From an optimization exercise on the open Yosys and OpenROAD flow, aimed at small area, a short achievable clock period and few clock cycles per item; shortcuts taken in it are not production practice. Function was checked by simulation only, so behaviour that the tests miss may differ from the original.

## flow/design.v (module list and top-level ports; edited modules follow where they fit)
// module dot8: 2015 lines
// module a_transposer: 62 lines
// module b_buffer: 20 lines
// module row_encoder: 20 lines
// module eight_x_eight: 26 lines
// module out_queue: 58 lines
// module systolic_array_mat_mult_8x8: 99 lines
module systolic_array_mat_mult_8x8 (
    input logic clk,
    input logic rst,
    input logic start,
    output logic done,
    output logic ready,
    input logic a_valid,
    output logic a_ready,
    input logic [63:0] a_in,
    input logic b_valid,
    output logic b_ready,
    input logic [63:0] b_in,
    output logic c_valid,
    input logic c_ready,
    output logic [255:0] c_out
);
  // ...
==> flow/flow/run.sh <==
#!/bin/bash
# Layout flow: the standard flow, with one extra step after synthesis that
# removes redundant inverters around full adders (fixinv.py), and with repair
# aimed at a tighter setup margin than the default. The clock and SDC are the standard flow's.
set -euo pipefail
MARGIN=${MARGIN:-5.9}
LIB=$FLOW_HOME/platforms/sky130hd/lib/sky130_fd_sc_hd__tt_025C_1v80.lib
R=orfs/results/sky130hd/systolic_array_mat_mult_8x8/base

bash standard.sh SETUP_SLACK_MARGIN=$MARGIN synth > log_1_synth.txt 2>&1

# cells the netlist may use instead of their complements (not don't-use ones)
grep -o 'cell ("sky130_fd_sc_hd__[a-z0-9_]*")' $LIB | sed 's/cell ("//;s/")//' \
  | grep -v -e lpflow -e probe > avail_cells.txt
yosys -p "read_liberty -lib $LIB; read_verilog $R/1_2_yosys.v; write_json fix_in.json" > log_2_fix_read.txt 2>&1
python3 flow/fixinv.py fix_in.json fix_out.json avail_cells.txt > log_3_fixinv.txt 2>&1
cp $R/1_2_yosys.v synth_before_fix.v
yosys -p "read_liberty -lib $LIB; read_json fix_out.json; write_verilog -noattr -nohex -nodec $R/1_2_yosys.v" > log_4_fix_write.txt 2>&1
rm -f fix_in.json fix_out.json
rm -f $R/1_synth.odb $R/1_synth.sdc

bash standard.sh SETUP_SLACK_MARGIN=$MARGIN > log_5_layout.txt 2>&1
==> flow/flow/fixinv.py <==
#!/usr/bin/env python3
"""Remove redundant inverters around full adders in a mapped sky130 netlist.

A full adder is self-dual: complementing its three inputs complements both of
its outputs. Synthesis often maps adder trees with arbitrary polarity and puts
inverters between adders. This pass chooses, for every full adder, whether it
works on true or complemented signals, and for a few gate types whether to
use the complementary cell (and2/nand2, xor2/xnor2, ...), so that as few
signals as possible need an inverter. It then rebuilds the inverters: at most
one per signal. Flip-flops, ports and all other cells keep their function.

usage: fixinv.py in.json out.json   (yosys write_json / read_json format)
"""
import json, sys, re, collections

P = "sky130_fd_sc_hd__"
# complementary cell pairs (same inputs, output complemented)
PAIRS = [("and2", "nand2"), ("or2", "nor2"), ("xor2", "xnor2"), ("and3", "nand3"),
         ("or3", "nor3"), ("a21o", "a21oi"), ("o21a", "o21ai"), ("a22o", "a22oi"),
         ("o22a", "o22ai"), ("a211o", "a211oi"), ("o211a", "o211ai"), ("a31o", "a31oi"),
         ("o31a", "o31ai"), ("a221o", "a221oi"), ("a32o", "a32oi"), ("mux2", "mux2i"),
         ("and2b", "nand2b"), ("or2b", "nor2b"), ("xor3", "xnor3"), ("and4", "nand4"),
         ("or4", "nor4")]
COMP = {}
for a, b in PAIRS:
    COMP[a] = b
    COMP[b] = a

def split(t):
    m = re.match(P + r"(\w+?)_(\d+)$", t)
    return (m.group(1), m.group(2)) if m else (None, None)

def main():
    src, dst = sys.argv[1], sys.argv[2]
    d = json.load(open(src))
    mods = [n for n, m in d["modules"].items() if m.get("cells")]
    top = [n for n in mods if d["modules"][n].get("attributes", {}).get("top")]
    top = top[0] if top else mods[0]
    m = d["modules"][top]
    cells = m["cells"]
    cell_exists = set()
    # which cell names the library has, from the types present plus a fixed list
    libcells = set(c["type"] for c in cells.values())
    avail = set(l.strip() for l in open(sys.argv[3])) if len(sys.argv) > 3 else libcells

    port_bits_out = set()
    port_bits_in = set()
    for pn, p in m["ports"].items():
        for b in p["bits"]:
            if isinstance(b, int):
                (port_bits_out if p["direction"] == "output" else port_bits_in).add(b)

    drv = {}
    loads = collections.defaultdict(list)
    for cn, c in cells.items():
        for pin, bits in c["connections"].items():
            dirn = c["port_directions"][pin]
            for i, b in enumerate(bits):
                if not isinstance(b, int):
                    continue
                if dirn == "output":
                    drv[b] = (cn, pin)
                else:
                    loads[b].append((cn, pin, i))

    def is_inv(cn):
        t = cells[cn]["type"]
        return re.match(P + r"(clk)?inv_\d+$", t) is not None

    # transparent inverters: not driving a port
    trans = set()
    for cn, c in cells.items():
        if is_inv(cn):
            y = c["connections"]["Y"][0]
            if isinstance(y, int) and y not in port_bits_out:
                trans.add(cn)

    rootc = {}
    def root(b):
        if not isinstance(b, int):
            return (b, 0)
        if b in rootc:
            return rootc[b]
        chain = []
        x, p = b, 0
        while isinstance(x, int) and x in drv and drv[x][0] in trans:
            chain.append(x)
            x = cells[drv[x][0]]["connections"]["A"][0]
            p ^= 1
        res = (x, p)
        rootc[b] = res
        return res

    # variables
    var = {}
    kind = {}
    for cn, c in cells.items():
        base, size = split(c["type"])
        if base == "fa":
            var[cn] = len(var); kind[cn] = "fa"
        elif base in COMP:
            nb = P + COMP[base] + "_" + size
            alt = [t for t in avail if t.startswith(P + COMP[base] + "_")]
            if nb in avail or alt:
                var[cn] = len(var); kind[cn] = "sw"
    nv = len(var)
    x = [0] * nv

    def fout_var(b):
        # variable whose value complements root bit b, or None
        if isinstance(b, int) and b in drv:
            cn = drv[b][0]
            if cn in var:
                return var[cn]
        return None

    # pins: (root bit, parity, fin var or None, identity)
    pins = []
    for b, ls in loads.items():
        for (cn, pin, i) in ls:
            if cn in trans:
                continue
            r, p = root(b)
            fin = var[cn] if kind.get(cn) == "fa" else None
            pins.append((r, p, fin, (cn, pin, i)))
    for b in port_bits_out:
        # output port bit: its value must stay
        pass
    # group pins by root
    byroot = collections.defaultdict(list)
    for k, (r, p, fin, ident) in enumerate(pins):
        byroot[r].append(k)
    rootvar = {r: fout_var(r) for r in byroot}

    def need(k):
        r, p, fin, ident = pins[k]
        v = p
        fv = rootvar[r]
        if fv is not None:
            v ^= x[fv]
        if fin is not None:
            v ^= x[fin]
        return v

    def rcost(r):
        return 1 if any(need(k) for k in byroot[r]) else 0

    # roots touched by each variable
    touch = collections.defaultdict(set)
    for r, ks in byroot.items():
        if rootvar[r] is not None:
            touch[rootvar[r]].add(r)
        for k in ks:
            if pins[k][2] is not None:
                touch[pins[k][2]].add(r)

    # initial solution: parity union-find over constraints, adder-to-adder first
    parent = list(range(nv)); par = [0] * nv
    def find(a):
        if parent[a] == a:
            return a, 0
        ra, pa = find(parent[a])
        parent[a] = ra; par[a] ^= pa
        return ra, par[a]
    sys.setrecursionlimit(100000)
    edges = []
    for k, (r, p, fin, ident) in enumerate(pins):
        fv = rootvar[r]
        pr = 0 if (fv is not None and fin is not None and kind.get(ident[0]) == "fa") else 1
        edges.append((pr, fv, fin, p))
    # phase 1: join variables that should agree (edges between two variables)
    edges.sort(key=lambda e: e[0])
    for pr, fv, fin, p in edges:
        if fv is None or fin is None or fv == fin:
            continue
        ra, pa = find(fv); rb, pb = find(fin)
        if ra == rb:
            continue
        parent[rb] = ra; par[rb] = pa ^ pb ^ p
    # phase 2: each class takes the parity that most edges to fixed signals want
    vote = collections.Counter()
    for pr, fv, fin, p in edges:
        if (fv is None) == (fin is None):
            continue
        v = fv if fv is not None else fin
        rv, pv = find(v)
        vote[(rv, pv ^ p)] += 1
    for v in range(nv):
        rv, pv = find(v)
        cls_par = 1 if vote[(rv, 1)] > vote[(rv, 0)] else 0
        x[v] = pv ^ cls_par
    classes = collections.defaultdict(list)
    for v in range(nv):
        classes[find(v)[0]].append(v)
    total = sum(rcost(r) for r in byroot)
    print(f"variables {nv}, pins {len(pins)}, roots {len(byroot)}, inverters before {len(trans)}, after union-find {total}")
    # local search
    improved = True
    it = 0
    while improved and it < 20:
        improved = False
        it += 1
        for v in range(nv):
            rs = touch[v]
            before = sum(rcost(r) for r in rs)
            x[v] ^= 1
            after = sum(rcost(r) for r in rs)
            if after < before or (after == before and kind_pref(v, x, var, kind)):
                total += after - before
                improved = improved or after < before
            else:
                x[v] ^= 1
        for cl, vs in classes.items():
            if len(vs) < 2:
                continue
            rs = set()
            for v in vs:
                rs |= touch[v]
            before = sum(rcost(r) for r in rs)
            for v in vs:
                x[v] ^= 1
            after = sum(rcost(r) for r in rs)
            if after < before:
                total += after - before
                improved = True
            else:
                for v in vs:
                    x[v] ^= 1
    print(f"after local search {total}")

    # rebuild
    nextbit = [max([b for b in drv] + [b for b in port_bits_in] + [0]) + 1]
    newcells = {}
    invbit = {}
    ninv = 0
    for r, ks in byroot.items():
        for k in ks:
            rr, p, fin, (cn, pin, i) = pins[k]
            if need(k):
                if r not in invbit:
                    nb = nextbit[0]; nextbit[0] += 1
                    invbit[r] = nb
                    ninv += 1
                    newcells[f"fixinv_{ninv}"] = {
                        "hide_name": 0, "type": P + "inv_1", "parameters": {}, "attributes": {},
                        "port_directions": {"A": "input", "Y": "output"},
                        "connections": {"A": [r], "Y": [nb]}}
                cells[cn]["connections"][pin][i] = invbit[r]
            else:
                cells[cn]["connections"][pin][i] = r
    for cn in trans:
        del cells[cn]
    # swap complemented gates
    inv_var = {v: cn for cn, v in var.items()}
    nsw = 0
    for cn, v in var.items():
        if kind[cn] == "sw" and x[v]:
            c = cells[cn]
            base, size = split(c["type"])
            nbase = COMP[base]
            nt = P + nbase + "_" + size
            if nt not in avail:
                cand = sorted(t for t in avail if t.startswith(P + nbase + "_"))
                nt = cand[0]
            outpin = [p for p, dd in c["port_directions"].items() if dd == "output"][0]
            newpin = "Y" if outpin == "X" else "X"
            c["type"] = nt
            c["connections"][newpin] = c["connections"].pop(outpin)
            c["port_directions"][newpin] = c["port_directions"].pop(outpin)
            nsw += 1
    cells.update(newcells)
    nfa = sum(1 for cn, v in var.items() if kind[cn] == "fa" and x[v])
    print(f"inverters now {ninv}, flipped adders {nfa}, swapped gates {nsw}")
    # drop names of bits that no longer exist
    used = set()
    for c in cells.values():
        for bits in c["connections"].values():
            used.update(b for b in bits if isinstance(b, int))
    used |= port_bits_in | port_bits_out
    for nn in list(m["netnames"].keys()):
        bits = m["netnames"][nn]["bits"]
        if not any(isinstance(b, int) and b in used for b in bits):
            del m["netnames"][nn]
        elif any(isinstance(b, int) and b not in used for b in bits):
            m["netnames"][nn]["bits"] = [b if (not isinstance(b, int) or b in used) else "x" for b in bits]
    d["modules"] = {top: m}
    json.dump(d, open(dst, "w"))

def kind_pref(v, x, var, kind):
    return False

if __name__ == "__main__":
    main()
==> flow/standard.sh <==
#!/bin/bash
# synth_recipe.tcl (not shown) runs the flow's synth.tcl, then flattens the netlist and writes it again
# the make line also repeats each setting of config.mk as NAME=value (left out here)
make -C /OpenROAD-flow-scripts/flow DESIGN_CONFIG=/design/flow/config.mk WORK_HOME=/design/flow/orfs CLKGATE_MAP_FILE= SYNTH_SCRIPT=/design/flow/synth_recipe.tcl "${@:-finish}"
==> flow/config.mk <==
export PLATFORM = sky130hd
export DESIGN_NAME = systolic_array_mat_mult_8x8
export DESIGN_NICKNAME = systolic_array_mat_mult_8x8
export VERILOG_FILES = /design/flow/design.v
export SDC_FILE = /design/flow/constraint.sdc
export NUM_CORES = 4
export LEC_CHECK = 0
export CAP_MARGIN = 20
export CORE_MARGIN = 2
export CORE_UTILIZATION = 40
export GPL_ROUTABILITY_DRIVEN = 1
export GPL_TIMING_DRIVEN = 1
export PLACE_DENSITY = 0.5
export SLEW_MARGIN = 20
==> flow/constraint.sdc <==
create_clock -name core_clock -period 10.0 [get_ports {clk}]
set_input_delay 2.0000 -clock core_clock [delete_from_list [all_inputs] [get_ports {clk}]]
set_output_delay 2.0000 -clock core_clock [all_outputs]
set_load 0.01 [all_outputs]
==> tab_implementation.tex, run 1 <==
\begin{tabular}{lr}
\hline
Metric & Value \\
\hline
\multicolumn{2}{l}{\textbf{Run status}} \\
Result of the run & no timing/DRC/antenna violations \\
\multicolumn{2}{l}{\textbf{Layout}} \\
Leading cell type in the layout, fill and taps excluded & sky130\_fd\_sc\_hd\_\_nand2\_1 \\
Multi-input logic cell count & between 10000 and 15000 \\
Clock-cell share & 0.0506 \\
Signed area change from the synthesized netlist to the final layout & 12.1\% \\
Dominant kind of cell & multi-input combinational cells \\
\multicolumn{2}{l}{\textbf{Clock network}} \\
Clk Latency, worst-skew pair & 1.04 ns \\
Maximum number of buffers from clock root to sink & 4 \\
Inserted Clock Buffers & 318 \\
\multicolumn{2}{l}{\textbf{Floorplanning}} \\
Die area & between 400000 and 500000 um2 \\
Overall die height & 681 um \\
\multicolumn{2}{l}{\textbf{Global routing}} \\
Largest net degree at the start of global routing & 201 \\
Met3 routing resource usage after global routing & 0.128 \\
Met1 demand-to-capacity share in global routing & 0.454 \\
\multicolumn{2}{l}{\textbf{Place}} \\
Worst slack at placement & 3.51 ns \\
Last weighted congestion value of the routability-driven placer & between 0.9 and 1 \\
\multicolumn{2}{l}{\textbf{Min path}} \\
Instance count along the most critical hold path & 1 \\
\multicolumn{2}{l}{\textbf{Timing}} \\
Number of slew-limit violations in the final report & 0 \\
Final worst path period need & 4.32 ns \\
Final setup violating endpoints & 0 \\
Timing-limited maximum frequency & around 0.23 GHz \\
\multicolumn{2}{l}{\textbf{Drt}} \\
Routed len/inst & 39.8 um \\
Met2 routed WL & 349 mm \\
Total met3 wirelength after detailed routing & approximately 110 mm \\
\multicolumn{2}{l}{\textbf{Flow run}} \\
Number of max-cap violations & 0 \\
\hline
\end{tabular}
Testbench counts, summed over its fixed seeds: cycles 908, matrices 96.
==> module eight_x_eight, before the edit <==
module eight_x_eight (
    input  logic             clk,
    input  logic             load_row,    
    input  logic [63:0]      row,
    input  logic [7:0][63:0] b_act,       
    output logic [7:0][19:0] c_row        
);
    logic [31:0] neg_d, one_d, two_d;
    logic [31:0] neg_r, one_r, two_r;
    row_encoder enc (.row(row), .neg(neg_d), .one(one_d), .two(two_d));
    always_ff @(posedge clk) begin
        if (load_row) begin
            neg_r <= neg_d;
            one_r <= one_d;
            two_r <= two_d;
        end
    end
    for (genvar j = 0; j < 8; j++) begin : col
        dot8 dp (
            .clk(clk),
            .neg(neg_r), .one(one_r), .two(two_r),
            .b(b_act[j]),
            .y(c_row[j])
        );
    end
endmodule
==> module out_queue, before the edit <==
module out_queue (
    input  logic             clk,
    input  logic             rst,
    input  logic             in_valid,
    input  logic             in_first,    
    input  logic [7:0][19:0] in_data,     
    input  logic             c_ready,
    input  logic             s1_v,        
    output logic             credit,      
    output logic             c_valid,
    output logic             done,
    output logic [255:0]     c_out
);
    logic [1:0]            v, f;
    logic [1:0][7:0][19:0] e;
    logic                  take;
    logic [1:0]            vs, fs;        
    logic [1:0]            vn, fn;
    logic                  new_head;
    logic                  c_a, c_b;      
    assign take = v[0] & c_ready;
    always_comb begin
        vs = take ? {1'b0, v[1]} : v;
        fs = take ? {1'b0, f[1]} : f;
        vn = vs;
        fn = fs;
        if (in_valid) begin
            if (!vs[0]) begin vn[0] = 1'b1; fn[0] = in_first; end
            else        begin vn[1] = 1'b1; fn[1] = in_first; end
        end
        new_head = vn[0] & (take | ~v[0]);
    end
    assign credit = c_a | (c_b & c_ready);
    always_ff @(posedge clk or posedge rst) begin
        if (rst) begin
            v    <= '0;
            f    <= '0;
            done <= 1'b0;
            c_a  <= 1'b1;
            c_b  <= 1'b0;
        end else begin
            v    <= vn;
            f    <= fn;
            done <= new_head & fn[0];
            c_a  <= ~vn[0] | (~vn[1] & ~s1_v);
            c_b  <= (~vn[1] & s1_v) | (vn[1] & ~s1_v);
        end
    end
    always_ff @(posedge clk) begin
        if (take | ~v[0]) e[0] <= (take & v[1]) ? e[1] : in_data;
        if (take | ~v[1]) e[1] <= in_data;
    end
    assign c_valid = v[0];
    always_comb begin
        for (int j = 0; j < 8; j++)
            c_out[32*j +: 32] = {{6{e[0][j][18]}}, {7{e[0][j][19]}}, e[0][j][18:0]};
    end
endmodule
==> module systolic_array_mat_mult_8x8, before the edit <==
module systolic_array_mat_mult_8x8 (
    input logic clk,
    input logic rst,
    input logic start,
    output logic done,
    output logic ready,
    input logic a_valid,
    output logic a_ready,
    input logic [63:0] a_in,
    input logic b_valid,
    output logic b_ready,
    input logic [63:0] b_in,
    output logic c_valid,
    input logic c_ready,
    output logic [255:0] c_out
);
    logic       loading, ready_r, ab_ready_r;
    logic [2:0] lcnt;                  
    logic       start_hs, push;
    logic       loading_n;
    logic       row_avail, row_first, pop;
    logic [63:0] row;
    logic       q_room_n;
    logic [3:0] stg_cnt, act_left;     
    logic [3:0] stg_cnt_n, act_left_n;
    logic       stg7, stg8, act0, act1;  
    logic       credit;                
    logic       swap;
    logic       s0_v, s0_first, s1_v, s1_first, xfer;
    logic [7:0][63:0] b_act;
    logic [7:0][19:0] c_row;
    assign start_hs = start & ready_r;
    assign push     = a_valid & b_valid & ab_ready_r;
    assign xfer = s0_v & ~act0 & credit;
    assign pop  = row_avail & (~s0_v | xfer);
    assign swap = (stg8 | (stg7 & push)) & (act0 | (act1 & xfer));
    assign stg_cnt_n  = swap ? 4'd0 : stg_cnt + {3'd0, push};
    assign act_left_n = swap ? 4'd8 : act_left - {3'd0, xfer};
    assign loading_n = start_hs ? 1'b1 : ((push & (lcnt == 3'd7)) ? 1'b0 : loading);
    always_ff @(posedge clk or posedge rst) begin
        if (rst) begin
            loading    <= 1'b0;
            ready_r    <= 1'b1;
            ab_ready_r <= 1'b0;
            lcnt       <= '0;
            stg_cnt    <= '0;
            act_left   <= '0;
            stg7       <= 1'b0;
            stg8       <= 1'b0;
            act0       <= 1'b1;
            act1       <= 1'b0;
            s0_v       <= 1'b0;
            s0_first   <= 1'b0;
            s1_v       <= 1'b0;
            s1_first   <= 1'b0;
        end else begin
            loading    <= loading_n;
            ready_r    <= ~loading_n;
            lcnt       <= lcnt + {2'd0, push};
            stg_cnt    <= stg_cnt_n;
            act_left   <= act_left_n;
            stg7       <= (stg_cnt_n == 4'd7);
            stg8       <= (stg_cnt_n == 4'd8);
            act0       <= (act_left_n == 4'd0);
            act1       <= (act_left_n == 4'd1);
            ab_ready_r <= loading_n & q_room_n & (stg_cnt_n != 4'd8);
            if (pop) begin
                s0_v     <= 1'b1;
                s0_first <= row_first;
            end else if (xfer) begin
                s0_v     <= 1'b0;
            end
            s1_v <= xfer;
            if (xfer) s1_first <= s0_first;
        end
    end
    assign ready   = ready_r;
    assign a_ready = ab_ready_r;
    assign b_ready = ab_ready_r;
    a_transposer atr (
        .clk(clk), .rst(rst),
        .push(push), .a_in(a_in),
        .pop(pop), .row_avail(row_avail), .row_first(row_first), .row(row),
        .room_n(q_room_n)
    );
    b_buffer bbuf (
        .clk(clk), .push(push), .b_in(b_in), .swap(swap), .act(b_act)
    );
    eight_x_eight dp (
        .clk(clk), .load_row(pop), .row(row), .b_act(b_act), .c_row(c_row)
    );
    out_queue oq (
        .clk(clk), .rst(rst),
        .in_valid(s1_v), .in_first(s1_first), .in_data(c_row),
        .c_ready(c_ready), .s1_v(xfer), .credit(credit),
        .c_valid(c_valid), .done(done),
        .c_out(c_out)
    );
endmodule
==> inputs of run 2 (changes only) <==
--- a/flow/design.v
+++ b/flow/design.v
@@ -1,15 +1,15 @@
 module dot8 (
   input  logic clk,
   input  logic [31:0] neg,
   input  logic [31:0] one,
   input  logic [31:0] two,
   input  logic [63:0] b,
-  output logic [19:0] y
+  output logic [18:0] y
 );
   logic p1;
   logic p2;
   logic p3;
   logic p4;
   logic p5;
   logic p6;
   logic p7;
@@ -1001,17 +1001,17 @@
   logic s993;
   logic c994;
   logic s995;
   logic c996;
   logic s997;
   logic c998;
   logic s999;
   logic c1000;
-  logic [19:0] r1, r2;
+  logic [18:0] r1, r2;
   assign p1 = ((b[0] & one[0])) ^ neg[0];
   assign p2 = ((b[1] & one[0]) | (b[0] & two[0])) ^ neg[0];
   assign p3 = ((b[2] & one[0]) | (b[1] & two[0])) ^ neg[0];
   assign p4 = ((b[3] & one[0]) | (b[2] & two[0])) ^ neg[0];
   assign p5 = ((b[4] & one[0]) | (b[3] & two[0])) ^ neg[0];
   assign p6 = ((b[5] & one[0]) | (b[4] & two[0])) ^ neg[0];
   assign p7 = ((b[6] & one[0]) | (b[5] & two[0])) ^ neg[0];
   assign p8 = ((b[7] & one[0]) | (b[6] & two[0])) ^ neg[0];
@@ -2004,18 +2004,18 @@
     m864 <= s773;
     m865 <= c682;
     m866 <= c684;
     m867 <= c686;
     m868 <= c770;
     m869 <= c772;
     m870 <= c774;
   end
-  assign r1 = {1'b1, 1'b1, c966, c998, c996, c994, c992, c990, c988, c986, c984, c982, c980, c978, c976, c974, c972, c970, c968, s933};
-  assign r2 = {1'b0, 1'b0, c1000, s999, s997, s995, s993, s991, s989, s987, s985, s983, s981, s979, s977, s975, s973, s971, s969, s967};
+  assign r1 = {1'b1, c966, c998, c996, c994, c992, c990, c988, c986, c984, c982, c980, c978, c976, c974, c972, c970, c968, s933};
+  assign r2 = {1'b0, c1000, s999, s997, s995, s993, s991, s989, s987, s985, s983, s981, s979, s977, s975, s973, s971, s969, s967};
   assign y = r1 + r2;
 endmodule
 module a_transposer (
     input  logic        clk,
     input  logic        rst,
     input  logic        push,       
     input  logic [63:0] a_in,
     input  logic        pop,        
@@ -2115,17 +2115,17 @@
         end
     end
 endmodule
 module eight_x_eight (
     input  logic             clk,
     input  logic             load_row,    
     input  logic [63:0]      row,
     input  logic [7:0][63:0] b_act,       
-    output logic [7:0][19:0] c_row        
+    output logic [7:0][18:0] c_row        
 );
     logic [31:0] neg_d, one_d, two_d;
     logic [31:0] neg_r, one_r, two_r;
     row_encoder enc (.row(row), .neg(neg_d), .one(one_d), .two(two_d));
     always_ff @(posedge clk) begin
         if (load_row) begin
             neg_r <= neg_d;
             one_r <= one_d;
@@ -2141,26 +2141,26 @@
         );
     end
 endmodule
 module out_queue (
     input  logic             clk,
     input  logic             rst,
     input  logic             in_valid,
     input  logic             in_first,    
-    input  logic [7:0][19:0] in_data,     
+    input  logic [7:0][18:0] in_data,
     input  logic             c_ready,
     input  logic             s1_v,        
     output logic             credit,      
     output logic             c_valid,
     output logic             done,
     output logic [255:0]     c_out
 );
     logic [1:0]            v, f;
-    logic [1:0][7:0][19:0] e;
+    logic [1:0][7:0][18:0] e;
     logic                  take;
     logic [1:0]            vs, fs;        
     logic [1:0]            vn, fn;
     logic                  new_head;
     logic                  c_a, c_b;      
     assign take = v[0] & c_ready;
     always_comb begin
         vs = take ? {1'b0, v[1]} : v;
@@ -2191,17 +2191,17 @@
     end
     always_ff @(posedge clk) begin
         if (take | ~v[0]) e[0] <= (take & v[1]) ? e[1] : in_data;
         if (take | ~v[1]) e[1] <= in_data;
     end
     assign c_valid = v[0];
     always_comb begin
         for (int j = 0; j < 8; j++)
-            c_out[32*j +: 32] = {{6{e[0][j][18]}}, {7{e[0][j][19]}}, e[0][j][18:0]};
+            c_out[32*j +: 32] = {{13{e[0][j][18]}}, e[0][j]};
     end
 endmodule
 module systolic_array_mat_mult_8x8 (
     input logic clk,
     input logic rst,
     input logic start,
     output logic done,
     output logic ready,
@@ -2224,17 +2224,17 @@
     logic       q_room_n;
     logic [3:0] stg_cnt, act_left;     
     logic [3:0] stg_cnt_n, act_left_n;
     logic       stg7, stg8, act0, act1;  
     logic       credit;                
     logic       swap;
     logic       s0_v, s0_first, s1_v, s1_first, xfer;
     logic [7:0][63:0] b_act;
-    logic [7:0][19:0] c_row;
+    logic [7:0][18:0] c_row;
     assign start_hs = start & ready_r;
     assign push     = a_valid & b_valid & ab_ready_r;
     assign xfer = s0_v & ~act0 & credit;
     assign pop  = row_avail & (~s0_v | xfer);
     assign swap = (stg8 | (stg7 & push)) & (act0 | (act1 & xfer));
     assign stg_cnt_n  = swap ? 4'd0 : stg_cnt + {3'd0, push};
     assign act_left_n = swap ? 4'd8 : act_left - {3'd0, xfer};
     assign loading_n = start_hs ? 1'b1 : ((push & (lcnt == 3'd7)) ? 1'b0 : loading);
==> flow/run.sh (new file) <==
#!/bin/bash
# synth_recipe.tcl (not shown) runs the flow's synth.tcl, then flattens the netlist and writes it again
# the make line also repeats each setting of config.mk as NAME=value (left out here)
make -C /OpenROAD-flow-scripts/flow DESIGN_CONFIG=/design/flow/config.mk WORK_HOME=/design/flow/orfs CLKGATE_MAP_FILE= SYNTH_SCRIPT=/design/flow/synth_recipe.tcl finish
==> flow/config.mk (replaced) <==
export PLATFORM = sky130hd
export DESIGN_NAME = systolic_array_mat_mult_8x8
export DESIGN_NICKNAME = systolic_array_mat_mult_8x8
export VERILOG_FILES = /design/flow/design.v
export SDC_FILE = /design/flow/constraint.sdc
export NUM_CORES = 4
export LEC_CHECK = 0
export CAP_MARGIN = 20
export CORE_MARGIN = 2
export CORE_UTILIZATION = 35
export GPL_ROUTABILITY_DRIVEN = 1
export GPL_TIMING_DRIVEN = 1
export PLACE_DENSITY = 0.45
export SETUP_SLACK_MARGIN = 5
export SLEW_MARGIN = 20
removed: flow/flow/run.sh
removed: flow/flow/fixinv.py
removed: flow/standard.sh
==> tab_implementation.tex, run 2 <==
\begin{tabular}{lr}
\hline
Metric & Value \\
\hline
\multicolumn{2}{l}{\textbf{Clock network}} \\
CTS sink count & 2753 \\
Clock transition at the registers of the reported paths & about 0.06 ns \\
Maximum number of buffers from clock root to sink & 4 (unchanged) \\
Buffer type at the clock tree root & sky130\_fd\_sc\_hd\_\_clkbuf\_16 \\
H-tree depth & 5 \\
Hold buffers post-CTS & 0 \\
Clk Latency, worst-skew pair & 1.11 ns (+0.07 ns) \\
Clock tree from TritonCTS & yes \\
Inserted Clock Buffers & 331 (+4.1\%) \\
\multicolumn{2}{l}{\textbf{Global routing}} \\
Overall routing resource usage & 0.313 \\
Number of global-route vias before repair & approximately 140k \\
Antenna violations before repair & 100 \\
Largest net degree at the start of global routing & 174 (-13\%) \\
Remaining global-route overflow & 0 \\
Global-route wire length before repair & 1200 mm \\
\multicolumn{2}{l}{\textbf{Layout}} \\
Leading cell type in the layout, fill and taps excluded & sky130\_fd\_sc\_hd\_\_inv\_1 \\
Fraction of layout instances using a drive strength above 1 & 0.0870 \\
Leading cell types in the layout, fill and taps excluded & sky130\_fd\_sc\_hd\_\_inv\_1, sky130\_fd\_sc\_hd\_\_nand2\_1, sky130\_fd\_sc\_hd\_\_fa\_1 \\
Post-layout utilization of the core & 0.388 \\
Signed area change from the synthesized netlist to the final layout & 10.4\% \\
Nets@finish & 20100 \\
Largest registers & atr.r: 512 flops, bbuf.act: 512 flops, bbuf.stg: 512 flops \\
\multicolumn{2}{l}{\textbf{Yosys}} \\
Synth Flop Type & sky130\_fd\_sc\_hd\_\_edfxtp\_1 \\
Synthesis-stage register bit count & about 2800 \\
Ys async rst share & 0.0178 \\
Mapped cell area & 193000 um2 \\
Syn avg cell area & 10.6 um2 \\
Yosys warning count & 7 \\
Number of nets in the synthesized netlist & 20800 \\
Leading cell type by number of instances after synthesis & sky130\_fd\_sc\_hd\_\_inv\_1 \\
Share of the synthesized area in the top cell type & 0.225 \\
Most area-consuming cells after synthesis & sky130\_fd\_sc\_hd\_\_fa\_1, sky130\_fd\_sc\_hd\_\_edfxtp\_1, sky130\_fd\_sc\_hd\_\_dfxtp\_1 \\
Share of synthesized area occupied by flip-flops and latches & 0.360 \\
Number of enable-type register cells in the synthesized netlist & between 1000 and 1500 \\
Cells after synthesis & 18200 \\
Unique cell type count in the Yosys netlist & just under 80 \\
Most numerous cell types in the synthesized netlist & sky130\_fd\_sc\_hd\_\_inv\_1, sky130\_fd\_sc\_hd\_\_nand2\_1, sky130\_fd\_sc\_hd\_\_fa\_1, sky130\_fd\_sc\_hd\_\_a22oi\_1, sky130\_fd\_sc\_hd\_\_edfxtp\_1 \\
Yosys top cell by area & sky130\_fd\_sc\_hd\_\_fa\_1 \\
\multicolumn{2}{l}{\textbf{Drt}} \\
DRC violations left & 0 \\
Count of vias placed by the detailed router & 138000 \\
Violation count after the first detailed-route iteration & 19700 \\
Antenna-violating nets left & 0 \\
Total routed wirelength & 895 mm \\
Routed len/inst & 35.7 um (-10\%) \\
Detailed-router iteration count before antenna repair & 9 \\
Routed vias/inst & 5.49 \\
\multicolumn{2}{l}{\textbf{Timing}} \\
Count of endpoints failing hold in the final timing report & 0 \\
Setup slack after layout & 4.92 ns \\
Number of slew-limit violations in the final report & 0 (unchanged) \\
Share of the cycle needed by the critical path after routing & 0.508 \\
Setup repair after global routing missed its margin & false \\
Timing-limited maximum frequency & 0.197 GHz (-15\%) \\
Remaining max-slew budget at the tightest pin & 0.112 \\
Slew at the pin closest to its max-slew limit & $\sim$1.3 ns \\
Clock skew after layout & slightly above 0.09 ns \\
Final worst path period need & 5.08 ns (+0.756 ns) \\
Final setup violating endpoints & 0 (unchanged) \\
\multicolumn{2}{l}{\textbf{Place}} \\
Worst slack at placement & 3.74 ns (+0.222 ns) \\
Last weighted congestion value of the routability-driven placer & 0.974 (-1.8\%) \\
Placed wire-length estimate after detailed placement & between 600 and 700 mm \\
Port-buffer cells & 394 \\
\multicolumn{2}{l}{\textbf{Min path}} \\
Class of the tightest hold or removal check & reg2reg \\
\multicolumn{2}{l}{\textbf{Critical path}} \\
Required time of the worst setup path & 10.90 ns \\
Startpoint kind of the worst setup timing path & register \\
Worst setup EP type & register \\
Critical path class & reg2reg \\
Crit-path max FO & 32 \\
Arrival time at the worst endpoint & around 6.0 ns \\
\multicolumn{2}{l}{\textbf{Run status}} \\
Result of the run & no timing/DRC/antenna violations \\
\multicolumn{2}{l}{\textbf{Floorplanning}} \\
Total number of placement rows & 272 \\
CORE AREA & approximately 550000 um2 \\
Initial Util & 0.352 \\
Die Wd & 747 um \\
Number of placed I/O pins & roughly 400 \\
Die area & 558000 um2 (+20\%) \\
Overall die height & 747 um (+9.7\%) \\
\multicolumn{2}{l}{\textbf{Flow run}} \\
Number of max-cap violations & 0 (unchanged) \\
\hline
\end{tabular}
## run 2: routing by layer
metal  GRT usage  part of all wire  vias to the layer above
met1       0.410              0.40                    70200
met4       0.187             0.068                       34
met5     0.00514           0.00063                        -
li1            -                 -                    56100
met2       0.442              0.41                     9387
met3       0.112              0.12                     2153
## run 2: per-stage QoR
stage          TNS (ns)  hold slack, ns  area [um2]  std cells
6_report              0           0.395      213000      25100
5_1_grt               0           0.425      213000      25000
4_1_cts               0           0.385      213000      25000
3_5_place_dp          0           0.428      201000      24400
3_3_place_gp          0           0.425      201000      24400
2_1_floorplan   -347.72           0.414      193000      18200
## run 2: area by class of cell
| class | count | area [um2] |
|---|---|---|
| timing repair inverter | 1 | 5.00 |
| clock buffer | 438 | 9240 |
| clock inverter | 174 | 2290 |
| inverter | 2955 | 11100 |
| timing repair buffer | 701 | 6870 |
| tap | 7261 | 9080 |
| fill | 54100 | 336000 |
| antenna | 82 | 205 |
| multi-input combinational | 10700 | 105000 |
| sequential | 2753 | 69600 |
## run 2: what timing repair did
action	CTS	global route
endpoints found under the setup margin	293	653
pin swaps	0	0
gates resized for setup	8	12
buffers inserted	0	1
gates cloned	1	0
## run 2: path summary, 6_finish.rpt
check	start	end	slack (ns)	cells past startpoint
min in group asynchronous	rst	oq.done$_DFF_PP0_	1.43	3
setup / recovery	dp.two_r[13]$_DFFE_PP_	dp.col[4].dp.m846$_DFF_P_	4.92	11
hold / removal	bbuf.stg[127]$_DFF_P_	bbuf.stg[63]$_DFF_P_	0.40	2
setup reg to reg	dp.two_r[13]$_DFFE_PP_	dp.col[4].dp.m846$_DFF_P_	4.92	11
max in group asynchronous	rst	atr.mode$_DFFE_PP0P_	8.01	3
hold reg to reg	bbuf.stg[127]$_DFF_P_	bbuf.stg[63]$_DFF_P_	0.40	2
## run 2: logic make-up after synthesis
kind of cell	Yosys count	synth area share
AOI/OAI and AO/OA	2288	0.0860
xor gates and xnor gates	2423	0.110
adders and majority gates	2525	0.248
buffers and inverters	4668	0.0980
DFF	2753	0.360
muxes	721	0.0414
and+or+nand+nor	2781	0.0568
## run 2: worst max-delay path: stages, from the launching register on
cell	delay (ns)
sky130_fd_sc_hd__edfxtp_1	0.34
sky130_fd_sc_hd__buf_6	0.59
sky130_fd_sc_hd__buf_4	0.69
sky130_fd_sc_hd__or2_4	0.64
sky130_fd_sc_hd__nand2_1	0.14
sky130_fd_sc_hd__xnor2_1	0.19
sky130_fd_sc_hd__fa_1	0.46
sky130_fd_sc_hd__fa_1	0.74
sky130_fd_sc_hd__inv_1	0.11
sky130_fd_sc_hd__fa_1	0.51
sky130_fd_sc_hd__inv_1	0.05
sky130_fd_sc_hd__fa_1	0.42
Testbench counts of run 2, summed over its fixed seeds: cycles 908, matrices 96.

==> separate check: timing with driven ports <==
No port has a modelled driver above. Below, the same layouts with a new extraction and two added sets of constraints.
Step 1 sets driving cells, clkbuf_16 on the clock port and buf_2 on the other inputs (assumed; they add their load-dependent delay and slew).
Step 2 also shifts input and output timing later by t, the mid clock arrival at the registers, as if the neighbouring blocks saw the same clock.
Slacks: ideal ports / drivers / drivers and shift; pairs: ideal ports / drivers.
| run | t (ns) | slack for setup (ns) | worst setup path at the end | clock arrival spread, ns | worst register clock-pin slew, ns |
|---|---|---|---|---|---|
| run 1 | 1.118 | 5.680 / 5.680 / 4.916 | input to register | 0.092 / 0.092 | 0.07 / 0.07 |
| run 2 | 1.159 | 4.923 / 4.923 / 4.076 | input to register | 0.100 / 0.100 | 0.08 / 0.08 |
After both steps setup and hold are still met in every run listed. The setup slack of run 2, which loses most, moves by 0.000 ns with the drivers and by -0.847 ns with both steps.
